Background: an optimization exercise with open tools, aiming at small area and a short achievable clock period. Do not read the settings as production practice.
RTL that was checked went through simulation tests only; none was proved equivalent to the original.
The RTL of run 1 was laid out without a check of its function.
No activity file was given, so power comes from the tool's default toggle rates.

[design/flow/flow/run.sh]
#!/bin/bash
# Standard layout, with the port buffers made from buf_2 cells and timing
# repair asked to leave more setup slack than the clock period needs.
export BUFFER_PORTS_ARGS="-buffer_cell sky130_fd_sc_hd__buf_2"
export SETUP_SLACK_MARGIN=18
bash standard.sh > standard.log 2>&1
[design/flow/standard.sh]
#!/bin/bash
# synth_recipe.tcl (not shown) runs the flow's synth.tcl, then flattens the netlist and writes it again
# the make line also repeats each setting of config.mk as NAME=value (left out here)
make -C /OpenROAD-flow-scripts/flow DESIGN_CONFIG=/design/flow/config.mk WORK_HOME=/design/flow/orfs CLKGATE_MAP_FILE= SYNTH_SCRIPT=/design/flow/synth_recipe.tcl "${@:-finish}"
[design/flow/config.mk]
export PLATFORM = sky130hd
export DESIGN_NAME = maxpool_new
export DESIGN_NICKNAME = maxpool_new
export VERILOG_FILES = /design/flow/design.v
export SDC_FILE = /design/flow/constraint.sdc
export NUM_CORES = 4
export LEC_CHECK = 0
export CAP_MARGIN = 50
export CORE_MARGIN = 2
export CORE_UTILIZATION = 40
export SLEW_MARGIN = 70
export SYNTH_HIERARCHICAL = 1
[design/flow/constraint.sdc]
create_clock -name core_clock -period 25.0 [get_ports {clk}]
set_input_delay 5.0000 -clock core_clock [delete_from_list [all_inputs] [get_ports {clk}]]
set_output_delay 5.0000 -clock core_clock [all_outputs]
set_load 0.01 [all_outputs]
[design/flow/design.v]
module maxpool_new(
	input [4:0] stride,
	input  maxpool_enable,
	output reg [18:0] address1 , write_address,
	output reg maxpool_done, patch_end,
	input clk ,
	input reset,
	input [9:0]  w1 ,h1,
	input [4:0] w2,h2,
	output reg [9:0] width,
	output [9:0] height
    );
reg [9:0] w1r;
reg [4:0] w2m1, h2m1, sr;
reg [4:0]  hi, vi;       
reg [9:0]  Hn;           
reg        fw;           
reg [18:0] R;            
reg [18:0] N;            
reg [9:0]  Vrem;         
reg [9:0]  q;            
reg [4:0]  r;            
reg        wvalid;       
assign height = maxpool_done ? q : 10'd0;
wire [18:0] a_n, wa_n, R_n, N_n;
wire [4:0]  hi_n, vi_n, r_n;
wire [9:0]  Hn_n, Vrem_n, q_n, width_n;
wire        done_n, pe_n, fw_n;
wire        c_run, c_vi, c_pend, c_qr, c_row, c_width, c_ncap;
maxpool_step st (
	.w1r(w1r), .w2m1(w2m1), .h2m1(h2m1), .sr(sr),
	.address1(address1), .write_address(write_address), .maxpool_done(maxpool_done),
	.hi(hi), .vi(vi), .Hn(Hn), .fw(fw), .R(R), .N(N), .Vrem(Vrem),
	.q(q), .r(r), .wvalid(wvalid),
	.a_n(a_n), .wa_n(wa_n), .R_n(R_n), .N_n(N_n),
	.hi_n(hi_n), .vi_n(vi_n), .r_n(r_n),
	.Hn_n(Hn_n), .Vrem_n(Vrem_n), .q_n(q_n), .width_n(width_n),
	.done_n(done_n), .pe_n(pe_n), .fw_n(fw_n),
	.c_run(c_run), .c_vi(c_vi), .c_pend(c_pend), .c_qr(c_qr), .c_row(c_row),
	.c_width(c_width), .c_ncap(c_ncap)
);
wire [18:0] a_d, wa_d, R_d, N_d;
wire [4:0]  hi_d, vi_d, r_d;
wire [9:0]  Hn_d, Vrem_d, q_d, width_d;
wire        done_d, pe_d, fw_d, wv_d;
maxpool_gate gt (
	.reset(reset), .en(maxpool_enable), .stride(stride), .h1(h1),
	.address1(address1), .write_address(write_address), .maxpool_done(maxpool_done),
	.patch_end(patch_end), .hi(hi), .vi(vi), .Hn(Hn), .fw(fw), .R(R), .N(N),
	.Vrem(Vrem), .q(q), .r(r), .wvalid(wvalid), .width(width),
	.a_n(a_n), .wa_n(wa_n), .R_n(R_n), .N_n(N_n),
	.hi_n(hi_n), .vi_n(vi_n), .r_n(r_n),
	.Hn_n(Hn_n), .Vrem_n(Vrem_n), .q_n(q_n), .width_n(width_n),
	.done_n(done_n), .pe_n(pe_n), .fw_n(fw_n),
	.c_run(c_run), .c_vi(c_vi), .c_pend(c_pend), .c_qr(c_qr), .c_row(c_row),
	.c_width(c_width), .c_ncap(c_ncap),
	.a_d(a_d), .wa_d(wa_d), .R_d(R_d), .N_d(N_d),
	.hi_d(hi_d), .vi_d(vi_d), .r_d(r_d),
	.Hn_d(Hn_d), .Vrem_d(Vrem_d), .q_d(q_d), .width_d(width_d),
	.done_d(done_d), .pe_d(pe_d), .fw_d(fw_d), .wv_d(wv_d)
);
always @(posedge clk) begin
	w1r  <= w1;
	w2m1 <= w2 - 5'd1;
	h2m1 <= h2 - 5'd1;
	sr   <= stride;
	address1      <= a_d;
	write_address <= wa_d;
	maxpool_done  <= done_d;
	patch_end     <= pe_d;
	hi     <= hi_d;
	vi     <= vi_d;
	Hn     <= Hn_d;
	fw     <= fw_d;
	R      <= R_d;
	N      <= N_d;
	Vrem   <= Vrem_d;
	q      <= q_d;
	r      <= r_d;
	wvalid <= wv_d;
	width  <= width_d;
end
endmodule
module maxpool_step(
	input [9:0]  w1r,
	input [4:0]  w2m1, h2m1, sr,
	input [18:0] address1, write_address,
	input        maxpool_done,
	input [4:0]  hi, vi,
	input [9:0]  Hn,
	input        fw,
	input [18:0] R, N,
	input [9:0]  Vrem,
	input [9:0]  q,
	input [4:0]  r,
	input        wvalid,
	output [18:0] a_n, wa_n, R_n, N_n,
	output [4:0]  hi_n, vi_n, r_n,
	output [9:0]  Hn_n, Vrem_n, q_n, width_n,
	output        done_n, pe_n, fw_n,
	output        c_run, c_vi, c_pend, c_qr, c_row, c_width, c_ncap
);
function [19:0] radd;
	input [18:0] x, y;
	input        ci;
	integer i;
	reg c;
	begin
		c = ci;
		for (i = 0; i < 19; i = i + 1) begin
			radd[i] = x[i] ^ y[i] ^ c;
			c = (x[i] & y[i]) | (c & (x[i] ^ y[i]));
		end
		radd[19] = c;
	end
endfunction
function [18:0] fadd;
	input [18:0] x;
	input [9:0]  y;
	reg [5:0] lo, m0, m1;
	reg [18:0] hi0, hi1;
	reg c10;
	begin
		lo  = radd({14'd0, x[4:0]}, {14'd0, y[4:0]}, 1'b0);
		m0  = radd({14'd0, x[9:5]}, {14'd0, y[9:5]}, 1'b0);
		m1  = radd({14'd0, x[9:5]}, {14'd0, y[9:5]}, 1'b1);
		hi0 = {10'd0, x[18:10]};
		hi1 = radd({10'd0, x[18:10]}, 19'd0, 1'b1);
		c10 = lo[5] ? m1[5] : m0[5];
		fadd = {c10 ? hi1[8:0] : hi0[8:0], lo[5] ? m1[4:0] : m0[4:0], lo[4:0]};
	end
endfunction
wire [9:0]  D1      = w1r - {5'd0, w2m1};          
wire        wrap    = (hi == w2m1);
wire        vlast   = (vi == h2m1);
wire        pend    = wrap & vlast;
wire [19:0] hd      = radd({9'd0, Hn}, {9'd0, ~D1}, 1'b1);
wire        lastwin = hd[10];                      
wire        rowend  = pend & lastwin;
wire [19:0] vi1w    = radd({14'd0, vi}, 19'd0, 1'b1);
wire [4:0]  vi1     = vi1w[4:0];
wire [18:0] a_step  = fadd(address1, wrap ? D1 : 10'd1);
wire [18:0] r_sum   = fadd(R, Hn);
wire        ncap    = wrap & (vi1 == sr) & fw;
assign c_run   = ~maxpool_done;
assign c_vi    = c_run & wrap;
assign c_pend  = c_run & pend;
assign c_qr    = c_pend & (~wvalid | lastwin);
assign c_row   = c_run & rowend;
assign c_width = c_row & ~wvalid;
assign c_ncap  = c_run & ncap;
wire [4:0]  dm1   = wvalid ? h2m1 : w2m1;
wire [19:0] rt    = radd({14'd0, r}, {14'd0, sr}, 1'b0);              
wire [19:0] rs    = radd({13'd0, rt[5:0]}, {13'd1, ~dm1}, 1'b0);      
wire        ge    = rs[6];
wire [19:0] qi    = radd({9'd0, q}, 19'd0, ge);
wire        s_h2  = (sr == h2m1 + 5'd1);                              
wire        first = rowend & ~wvalid;
wire [19:0] wa1   = radd(write_address, 19'd0, 1'b1);
wire [19:0] hi1   = radd({14'd0, hi}, 19'd0, 1'b1);
wire [19:0] hs    = radd({9'd0, Hn}, {14'd0, sr}, 1'b0);
wire [19:0] vs    = radd({9'd0, Vrem}, {9'd0, 5'h1f, ~sr}, 1'b1);
assign N_n    = a_step;
assign R_n    = ncap ? a_step : N;
assign a_n    = rowend ? R_n : pend ? r_sum : a_step;
assign wa_n   = wa1[18:0];
assign hi_n   = wrap ? 5'd0 : hi1[4:0];
assign vi_n   = vlast ? 5'd0 : vi1;
assign Hn_n   = lastwin ? {5'd0, sr} : hs[9:0];
assign fw_n   = lastwin;
assign Vrem_n = vs[9:0];
assign width_n = qi[9:0];
assign q_n    = first ? {9'd0, s_h2} : qi[9:0];
assign r_n    = first ? (s_h2 ? 5'd0 : sr) : ge ? rs[4:0] : rt[4:0];
assign done_n = rowend ? (Vrem == {5'd0, sr})
                       : (wrap & ~vlast & fw & ({5'd0, vi1} == Vrem));
assign pe_n   = c_pend;
endmodule
module maxpool_gate(
	input        reset, en,
	input [4:0]  stride,
	input [9:0]  h1,
	input [18:0] address1, write_address,
	input        maxpool_done, patch_end,
	input [4:0]  hi, vi,
	input [9:0]  Hn,
	input        fw,
	input [18:0] R, N,
	input [9:0]  Vrem, q,
	input [4:0]  r,
	input        wvalid,
	input [9:0]  width,
	input [18:0] a_n, wa_n, R_n, N_n,
	input [4:0]  hi_n, vi_n, r_n,
	input [9:0]  Hn_n, Vrem_n, q_n, width_n,
	input        done_n, pe_n, fw_n,
	input        c_run, c_vi, c_pend, c_qr, c_row, c_width, c_ncap,
	output [18:0] a_d, wa_d, R_d, N_d,
	output [4:0]  hi_d, vi_d, r_d,
	output [9:0]  Hn_d, Vrem_d, q_d, width_d,
	output        done_d, pe_d, fw_d, wv_d
);
wire e_run   = en & c_run;
wire e_vi    = en & c_vi;
wire e_pend  = en & c_pend;
wire e_qr    = en & c_qr;
wire e_row   = en & c_row;
wire e_width = en & c_width;
wire e_ncap  = en & c_ncap;
assign a_d     = reset ? 19'd0 : e_run ? a_n : address1;
assign done_d  = reset ? 1'b0 : e_run ? done_n : maxpool_done;
assign hi_d    = reset ? 5'd0 : e_run ? hi_n : hi;
assign pe_d    = reset ? 1'b0 : en ? pe_n : patch_end;
assign vi_d    = reset ? 5'd0 : e_vi ? vi_n : vi;
assign wa_d    = reset ? 19'd0 : e_pend ? wa_n : write_address;
assign Hn_d    = reset ? {5'd0, stride} : e_pend ? Hn_n : Hn;
assign fw_d    = reset ? 1'b1 : e_pend ? fw_n : fw;
assign q_d     = reset ? 10'd0 : e_qr ? q_n : q;
assign r_d     = reset ? 5'd0 : e_qr ? r_n : r;
assign R_d     = reset ? 19'd0 : e_row ? R_n : R;
assign Vrem_d  = reset ? h1 : e_row ? Vrem_n : Vrem;
assign wv_d    = reset ? 1'b0 : e_row ? 1'b1 : wvalid;
assign width_d = reset ? 10'd0 : e_width ? width_n : width;
assign N_d     = e_ncap ? N_n : N;
endmodule
==> run notes, run 1 <==
Vias in the first global route - 7,868
Syn Nets - 1,292
Comb power frac - 11.6%
Hold-fix buffers at CTS - 0
Worst Setup End Kind - register
Final worst slack - 18.65 ns
Worst-case clock buffer depth - 2
Status - complete, no violations
Met1 WL - 11,840 um
WL met2 - 11,960 um
Tot GR Track Use - 19.03%
F_max - 0.1575 GHz
Seq/Total Area, Yosys - 30.68%
Clk pin slew, worst setup/hold paths - 0.07 ns
Via-to-Cell Ratio - 5.285
Final Skew - 0.01258 ns
Effective utilization at floorplan - 40.40%
Crit path largest cell delay - 0.39 ns
Final Power - 0.0005983 W
Register bit total from synthesis - 160
ANT cells - 0
Cell count after synthesis - 1,136
I/O pins - 98
Req. time, crit path - 25.31 ns
Ys Warns - 8
CP Launch Type - input pin
Synth area leader - dfxtp_1
Slowest CP cell - buf_8
Htree depth - 4
Post CTS Setup Buffer Count - 0
Netlist cell types - 62
Worst vdd ir - 32.55 uV
WP buf/inv - 5
RSZ-0062 raised after global routing - no
Post-CTS resize count - 0
Root Buffer - clkbuf_16
Die width - 165.5 um
Number of synthesized flops with an enable pin - 0
DRC viols - 0
PwrDens - 50.72 nW/um^2
Clock power share - 43.5%
Ranking of synthesized cells by area - dfxtp_1, ha_1, fa_1, nand3_1, a21oi_1
First-pass DRT Iterations - 4
Core Region - 25,840 sq um
Total wire length - 25,110 um
Clock Sinks - 160
Final hold vios - 0
Final setup fails - 0
LEAKAGE - 5.252 nW
Dpl ws - 18.29 ns
Port bufs - 97
First-pass GRT wire length - 41,230 um
Syn Std Cell Area - 10,440 sq um
GP Congestion - 0.8204
Hold Crit Class - register to register
Syn avg cell area - 9.189 sq um
Max_cap viols - 0
Share of cells above drive strength 1 - 21.08%
Top sig layer - met4
Vert. Die Dim - 165.5 um
Finished Layout Cells - 1,540
Fin crit period - 6.348 ns
CTS Buf Count - 17
Switching Power - 0.0001756 W
Final period utilization - 25.39%
Commonest non-fill, non-tap cells in the layout - dfxtp_1, nand3_1, a21oi_1
Prevailing post-synth register cell - dfxtp_1
Total number of vias - 8,139
DP Area - 11,160 sq um
Largest net degree at the start of global routing - 71
Synthesis-to-layout area growth - 13.02%
Flop pwr share - 45.0%
Setup TNS - 0 ns
Initial antenna violation count - 0
Worst-path cell chain - buf_8 > buf_12 > buf_12 > buf_8 > and2_1 > clkbuf_2 > o311ai_1
Fill cell count - 2,531
Commonest non-fill, non-tap cell in the layout - dfxtp_1
Share of synthesized registers carrying an async set or reset - 0%
# placed instances - 1,505
Detailed placer's ending HPWL - 17,410 um
Relative slew slack - 71.98%
Die area - 27,410 sq um
Fin area - 11,800 sq um
Arrival @ worst endpoint - 6.65 ns
Congestion Overflow GR - 0
CTS tree - yes
Number of DRC markers in iteration 0 - 462
Delay-heaviest family, CP - buffers and inverters
Wire per inst - 16.30 um
Share of the synthesized area in the top cell type - 30.68%
Antenna-violating nets left - 0
Final Max Slew Viols - 0
Routed wl met3 - 831 um
Worst-margin pin slew - 0.4203 ns
Clock latency on the worst-skew pair - 0.44 ns
Row count - 59
Fin nets - 1,348
Int Power - 0.0004227 W
Switch share - 29.35%
CP Max Fanout - 70
Crit Path Category - input pin to register
Yosys cell counts (all sizes together) (6+ instances only):
cell type	number
mux2i	20
nand2	55
clkbuf	31
ha	85
o311ai	15
nand4b	16
fa	33
nand3	118
and2	25
o221ai	9
xor2	16
mux2	24
nor3	8
a21oi	111
or2	6
inv	103
a21bo	98
o21ai	29
dfxtp	160
xnor2	31
o22ai	15
nor2b	11
buf	52
nor2	23
per-module statistics from Yosys, one instance, submodules excluded:
| module | area (sq um) | flops+latches | copies in the design | cells inside |
|---|---|---|---|---|
| maxpool_step | 4010 | 0 | 1 | 501 |
| maxpool_new | 3411 | 160 | 1 | 188 |
| maxpool_gate | 3018 | 0 | 1 | 447 |
worst paths after layout:
check	startpoint	endpoint	cells after the start	slack, ns
max	maxpool_enable	Vrem[3]$_DFF_P_	7	18.65
min	N[18]$_DFF_P_	N[18]$_DFF_P_	1	0.49
max reg2reg	w2m1[0]$_DFF_P_	address1[18]$_DFF_P_	23	19.23
min reg2reg	N[18]$_DFF_P_	N[18]$_DFF_P_	1	0.49
cell type report:
type	count	area (sq um)	share of cell area, %
repair buffers	120	788.3	6.681
clock inverters	15	147.6	1.251
clock buffers	17	425.4	3.606
multi-input cells	790	6422	54.44
flip-flops and latches	160	3208	27.19
well taps	335	419.2	3.553
inverters	103	386.6	3.277
cells by family after synthesis:
kind of cell / count (synthesis) / share of synthesized area, %
flip-flops: 160 / 30.68
adder cells (fa/ha/maj): 118 / 16.52
AO/OA/AOI/OAI: 302 / 21.19
multiplexers: 44 / 4.866
AND/OR/NAND/NOR: 278 / 14.35
buffers and inverters: 186 / 8.234
XOR/XNOR: 48 / 4.159
through the flow:
step	hold slack [ns]	utilization, %
floorplan	0.4563	-
global placement	0.4634	42.43
detailed placement	0.4746	43.19
CTS	0.4903	45.41
global route	0.5179	45.66
finish	0.4885	45.66
state kept, by name, summed over array words and instances, names as in the netlist:
name and cells:
N 19, R 19, address1 19, write_address 19, Hn 10, Vrem 10, q 10, w1r 10
width 10, h2m1 5, hi 5, r 5, sr 5, vi 5, w2m1 5, fw 1
maxpool_done 1, patch_end 1, wvalid 1
power groups by stage:
stage	combinational (W)	clock [W]	sequential, W
finish	0.0000692	0.000260	0.000269
global route	0.0000790	0.000276	0.000270
global placement	0.0000652	0	0.000275
detailed placement	0.0000696	0	0.000275
floorplan	0.0000514	0	0.000272
CTS	0.0000698	0.000266	0.000269
routing by layer:
metal / up-vias / global-route usage, %
met5: - / 0
met4: 0 / 5.839
met3: 30 / 2.947
met2: 124 / 31.55
met1: 3905 / 25.48
li1: 4080 / -
==> run 2, diff against run 1 <==
--- a/design/flow/design.v
+++ b/design/flow/design.v
@@ -200,26 +200,41 @@
 	output [9:0]  Hn_d, Vrem_d, q_d, width_d,
 	output        done_d, pe_d, fw_d, wv_d
 );
-wire e_run   = en & c_run;
-wire e_vi    = en & c_vi;
-wire e_pend  = en & c_pend;
-wire e_qr    = en & c_qr;
-wire e_row   = en & c_row;
-wire e_width = en & c_width;
-wire e_ncap  = en & c_ncap;
-assign a_d     = reset ? 19'd0 : e_run ? a_n : address1;
-assign done_d  = reset ? 1'b0 : e_run ? done_n : maxpool_done;
-assign hi_d    = reset ? 5'd0 : e_run ? hi_n : hi;
-assign pe_d    = reset ? 1'b0 : en ? pe_n : patch_end;
-assign vi_d    = reset ? 5'd0 : e_vi ? vi_n : vi;
-assign wa_d    = reset ? 19'd0 : e_pend ? wa_n : write_address;
-assign Hn_d    = reset ? {5'd0, stride} : e_pend ? Hn_n : Hn;
-assign fw_d    = reset ? 1'b1 : e_pend ? fw_n : fw;
-assign q_d     = reset ? 10'd0 : e_qr ? q_n : q;
-assign r_d     = reset ? 5'd0 : e_qr ? r_n : r;
-assign R_d     = reset ? 19'd0 : e_row ? R_n : R;
-assign Vrem_d  = reset ? h1 : e_row ? Vrem_n : Vrem;
-assign wv_d    = reset ? 1'b0 : e_row ? 1'b1 : wvalid;
-assign width_d = reset ? 10'd0 : e_width ? width_n : width;
-assign N_d     = e_ncap ? N_n : N;
-endmodule
+wire nr = ~reset;
+wire l_run   = nr & en & c_run,   k_run   = nr & ~(en & c_run);
+wire l_pe    = nr & en,           k_pe    = nr & ~en;
+wire l_vi    = nr & en & c_vi,    k_vi    = nr & ~(en & c_vi);
+wire l_pend  = nr & en & c_pend,  k_pend  = nr & ~(en & c_pend);
+wire l_qr    = nr & en & c_qr,    k_qr    = nr & ~(en & c_qr);
+wire l_row   = nr & en & c_row,   k_row   = nr & ~(en & c_row);
+wire l_width = nr & en & c_width, k_width = nr & ~(en & c_width);
+wire l_ncap  = en & c_ncap,       k_ncap  = ~(en & c_ncap);
+mp_sel #(19) s_a_d (.l(l_run), .k(k_run), .n(a_n), .q(address1), .d(a_d));
+mp_sel #(1) s_done_d (.l(l_run), .k(k_run), .n(done_n), .q(maxpool_done), .d(done_d));
+mp_sel #(5) s_hi_d (.l(l_run), .k(k_run), .n(hi_n), .q(hi), .d(hi_d));
+mp_sel #(1) s_pe_d (.l(l_pe), .k(k_pe), .n(pe_n), .q(patch_end), .d(pe_d));
+mp_sel #(5) s_vi_d (.l(l_vi), .k(k_vi), .n(vi_n), .q(vi), .d(vi_d));
+mp_sel #(19) s_wa_d (.l(l_pend), .k(k_pend), .n(wa_n), .q(write_address), .d(wa_d));
+wire [9:0] Hn_d_s;
+mp_sel #(10) s_Hn_d (.l(l_pend), .k(k_pend), .n(Hn_n), .q(Hn), .d(Hn_d_s));
+assign Hn_d = Hn_d_s | {10{reset}} & {5'd0, stride};
+wire fw_d_s;
+mp_sel #(1) s_fw_d (.l(l_pend), .k(k_pend), .n(fw_n), .q(fw), .d(fw_d_s));
+assign fw_d = fw_d_s | reset;
+mp_sel #(10) s_q_d (.l(l_qr), .k(k_qr), .n(q_n), .q(q), .d(q_d));
+mp_sel #(5) s_r_d (.l(l_qr), .k(k_qr), .n(r_n), .q(r), .d(r_d));
+mp_sel #(19) s_R_d (.l(l_row), .k(k_row), .n(R_n), .q(R), .d(R_d));
+wire [9:0] Vrem_d_s;
+mp_sel #(10) s_Vrem_d (.l(l_row), .k(k_row), .n(Vrem_n), .q(Vrem), .d(Vrem_d_s));
+assign Vrem_d = Vrem_d_s | {10{reset}} & h1;
+assign wv_d    = l_row | k_row & wvalid;
+mp_sel #(10) s_width_d (.l(l_width), .k(k_width), .n(width_n), .q(width), .d(width_d));
+mp_sel #(19) s_N_d (.l(l_ncap), .k(k_ncap), .n(N_n), .q(N), .d(N_d));
+endmodule
+module mp_sel #(parameter W = 1) (
+	input          l, k,
+	input  [W-1:0] n, q,
+	output [W-1:0] d
+);
+assign d = {W{l}} & n | {W{k}} & q;
+endmodule
==> run notes, run 2 <==
Prevailing post-synth register cell - dfxtp_1
Reg-to-Reg End - R[18]$_DFF_P_
Worst hold path depth - 1 (unchanged)
Crit path largest cell delay - 0.47 ns (+0.08 ns)
Fill cell count - 2,153 (-15%)
Number of DRC markers in iteration 0 - 456 (-1.3%)
GP Congestion - 0.8435 (+2.8%)
Ys Warns - 8 (unchanged)
First-pass GRT wire length - 35,390 um (-14%)
Crit Path Category - register to output port
Synthesis-to-layout area growth - 14.03%
Effective utilization at floorplan - 40.47% (+0.071 points)
Initial antenna violation count - 0 (unchanged)
Post CTS Setup Buffer Count - 0 (unchanged)
WL met2 - 10,070 um (-16%)
Final worst slack - 18.79 ns (+0.1369 ns)
Syn avg cell area - 10.23 sq um (+11%)
Setup TNS - 0 ns (unchanged)
WP buf/inv - 1 (-4)
Clk pin slew, worst setup/hold paths - 0.06 ns (about the same)
Hold-fix buffers at CTS - 0 (unchanged)
Most common cell in the netlist - dfxtp_1
Dpl ws - 18.53 ns (+0.2339 ns)
Worst-path cell chain - and2_1 > buf_2
Relative slew slack - 70.82% (-1.2 points)
Total wire length - 21,850 um (-13%)
Slowest CP cell - dfxtp_2
Syn Nets - 1,046 (-19%)
Largest net degree at the start of global routing - 41 (-42%)
Core Region - 22,500 sq um (-13%)
Fin nets - 1,130 (-16%)
Clock Sinks - 160 (unchanged)
Worst-case clock buffer depth - 2 (unchanged)
Final Max Slew Viols - 0 (unchanged)
Total number of vias - 6,693 (-18%)
Synth top cells by count - dfxtp_1, a22o_1, ha_1
ANT cells - 0 (unchanged)
Synth area leader - dfxtp_1
Tot GR Track Use - 18.59% (-0.44 points)
CTS Buf Count - 17 (unchanged)
Final hold vios - 0 (unchanged)
Vert. Die Dim - 154.9 um (-6.4%)
Via-to-Cell Ratio - 5.266 (-0.36%)
Ranking of synthesized cells by area - dfxtp_1, a22o_1, ha_1, fa_1, inv_1
Detailed placer's ending HPWL - 15,910 um (-8.6%)
Port bufs - 97 (unchanged)
Worst R2R Start - hi[0]$_DFF_P_
Htree depth - 4 (unchanged)
Vias in the first global route - 6,607 (-16%)
HP Start - patch_end$_DFF_P_
First-pass DRT Iterations - 5 (+1)
Delay-heaviest family, CP - flip-flops
Seq/Total Area, Yosys - 35.17% (+4.5 points)
I/O pins - 98 (unchanged)
DRC viols - 0 (unchanged)
LEAKAGE - 5.001 nW (-4.8%)
Top sig layer - met4
Clock latency on the worst-skew pair - 0.43 ns (about the same)
F_max - 0.1610 GHz (+2.2%)
Final period utilization - 24.84% (-0.55 points)
Cell count after synthesis - 890 (-22%)
Root Buffer - clkbuf_16
Netlist cell types - 54 (-13%)
Met1 WL - 10,720 um (-9.4%)
Die area - 23,990 sq um (-12%)
Area of the multi-input gates - 5275 sq um (-18%)
Post-CTS resize count - 0 (unchanged)
Req. time, crit path - 20.00 ns (-5.31 ns)
RSZ-0062 raised after global routing - no
PwrDens - 58.97 nW/um^2 (+16%)
Final setup fails - 0 (unchanged)
Flop-to-flop setup slack - 19.33 ns (+0.10 ns)
Commonest non-fill, non-tap cell in the layout - dfxtp_1
Arrival @ worst endpoint - 1.21 ns (-5.44 ns)
Share of synthesized registers carrying an async set or reset - 0% (unchanged)
Wire per inst - 17.19 um (+5.4%)
Final Skew - 0.01005 ns (-0.002523 ns)
CTS tree - yes
Worst-margin pin slew - 0.4363 ns (+0.01594 ns)
Register Area - 3209 sq um (about the same)
Syn Std Cell Area - 9107 sq um (-13%)
Share of cells above drive strength 1 - 19.17% (-1.9 points)
Share of the synthesized area in the top cell type - 35.17% (+4.5 points)
Register bit total from synthesis - 160 (unchanged)
Row count - 55 (-6.8%)
Fin crit period - 6.211 ns (-0.1369 ns)
Worst r2r path cells - 19 (-17%)
Status - complete, no violations
Worst Setup End Kind - output port
Routed wl met3 - 736 um (-11%)
Worst vdd ir - 32.55 uV (about the same)
Antenna-violating nets left - 0 (unchanged)
Congestion Overflow GR - 0 (unchanged)
Number of synthesized flops with an enable pin - 0 (unchanged)
Commonest non-fill, non-tap cells in the layout - dfxtp_1, a22o_1, buf_2
Hold Crit Class - register to register
CP Launch Type - register
Endpoint, Worst Hold - patch_end$_DFF_P_
Die width - 154.9 um (-6.4%)
Max_cap viols - 0 (unchanged)
CP Max Fanout - 15 (-79%)
run 2: Yosys stat by module (local to each module, per instance), excerpt:
| module | times used | flops+latches | cells |
|---|---|---|---|
| maxpool_step | 1 | 0 | 506 |
| maxpool_new | 1 | 160 | 188 |
| maxpool_gate | 1 | 0 | 38 |
run 2: worst reg2reg max path: cells and delay by family, from the launching register on:
family                     cells  cell delay (ns)
AOI/OAI and AO/OA              1             0.23
xor gates and xnor gates       2             0.26
adders and majority gates      8             3.12
buffers and inverters          2             0.13
DFF                            1             0.41
muxes                          2             0.44
and+or+nand+nor                4             0.97
run 2: power by group:
part	switching, W	total (W)	internal (W)
clock network	0.000110	0.000280	0.000170
logic	0.0000354	0.0000633	0.0000279
registers	0.00000811	0.000269	0.000261
total	0.000154	0.000612	0.000459
run 2: per-stage QoR:
| stage | instance area, sq um | hold WS [ns] | std cells | power (W) | utilization (%) |
|---|---|---|---|---|---|
| finish | 10390 | 0.4712 | 1271 | 0.0006124 | 46.15 |
| global route | 10390 | 0.4908 | 1271 | 0.0006384 | 46.15 |
| CTS | 10340 | 0.4687 | 1270 | 0.0006175 | 45.97 |
| detailed placement | 9719 | 0.4532 | 1239 | 0.0003385 | 43.19 |
| global placement | 9609 | 0.4510 | 1232 | 0.0003359 | 42.70 |
| floorplan | 9107 | 0.4391 | 890 | 0.0003194 | - |
run 2: worst max path at each step:
| stage | from | to | slack, ns | cells after the start |
|---|---|---|---|---|
| 6_report | maxpool_done$_DFF_P_ | height[8] | 18.79 | 2 |
| 2_1_floorplan | reset | address1[10]$_DFF_P_ | 18.90 | 6 |
| 4_1_cts | maxpool_done$_DFF_P_ | height[8] | 18.75 | 2 |
| 3_5_place_dp | maxpool_enable | R[16]$_DFF_P_ | 18.53 | 5 |
| 5_1_grt | maxpool_done$_DFF_P_ | height[8] | 18.69 | 2 |
| 3_3_place_gp | reset | fw$_DFF_P_ | 18.09 | 5 |
run 2: cell families after synthesis:
kind of cell	synth area share (%)
muxes	2.720
AOI/OAI and AO/OA	20.37
xor gates and xnor gates	5.248
DFF	35.17
and+or+nand+nor	9.672
buffers and inverters	7.886
adders and majority gates	18.93
run 2: layout make-up:
cell class,count,area share (%)
tap,285,3.434
timing repair buffer,110,5.819
multi-input combinational,601,50.79
clock inverter,13,1.783
inverter,84,3.036
clock buffer,18,4.229
sequential,160,30.90
run 2: metal layers:
metal  global-route usage, %  up-vias
li1                        -     3326
met1                   25.80     3215
met2                   30.16      134
met3                   3.036       18
met4                   4.894        0
met5                       0        -

[re-timing with driven ports]
The flow's constraints put no driver on any port. The routed layouts listed below were extracted and timed again, unchanged, in two steps.
Step 1 sets driving cells, clkbuf_16 on the clock port and buf_2 on the other inputs (assumed; they add their load-dependent delay and slew).
Step 2, shift: input delay + t, output delay - t, t = (earliest + latest rising clock arrival at the registers) / 2. This alone moves slack from input paths to output paths.
Slacks: ideal ports / drivers / drivers and shift; pairs: ideal ports / drivers.
| run | t (ns) | setup WS [ns] | hold WS [ns] | worst setup path after step 2 |
|---|---|---|---|---|
| run 1 | 0.477 | 18.652 / 18.620 / 18.169 | 0.488 / 0.488 / 0.488 | input to register |
| run 2 | 0.467 | 18.789 / 18.743 / 18.481 | 0.471 / 0.471 / 0.471 | input to register |
After both steps setup and hold are still met in every run listed. The setup slack of run 1, which loses most, moves by -0.032 ns with the drivers and by -0.483 ns with both steps.
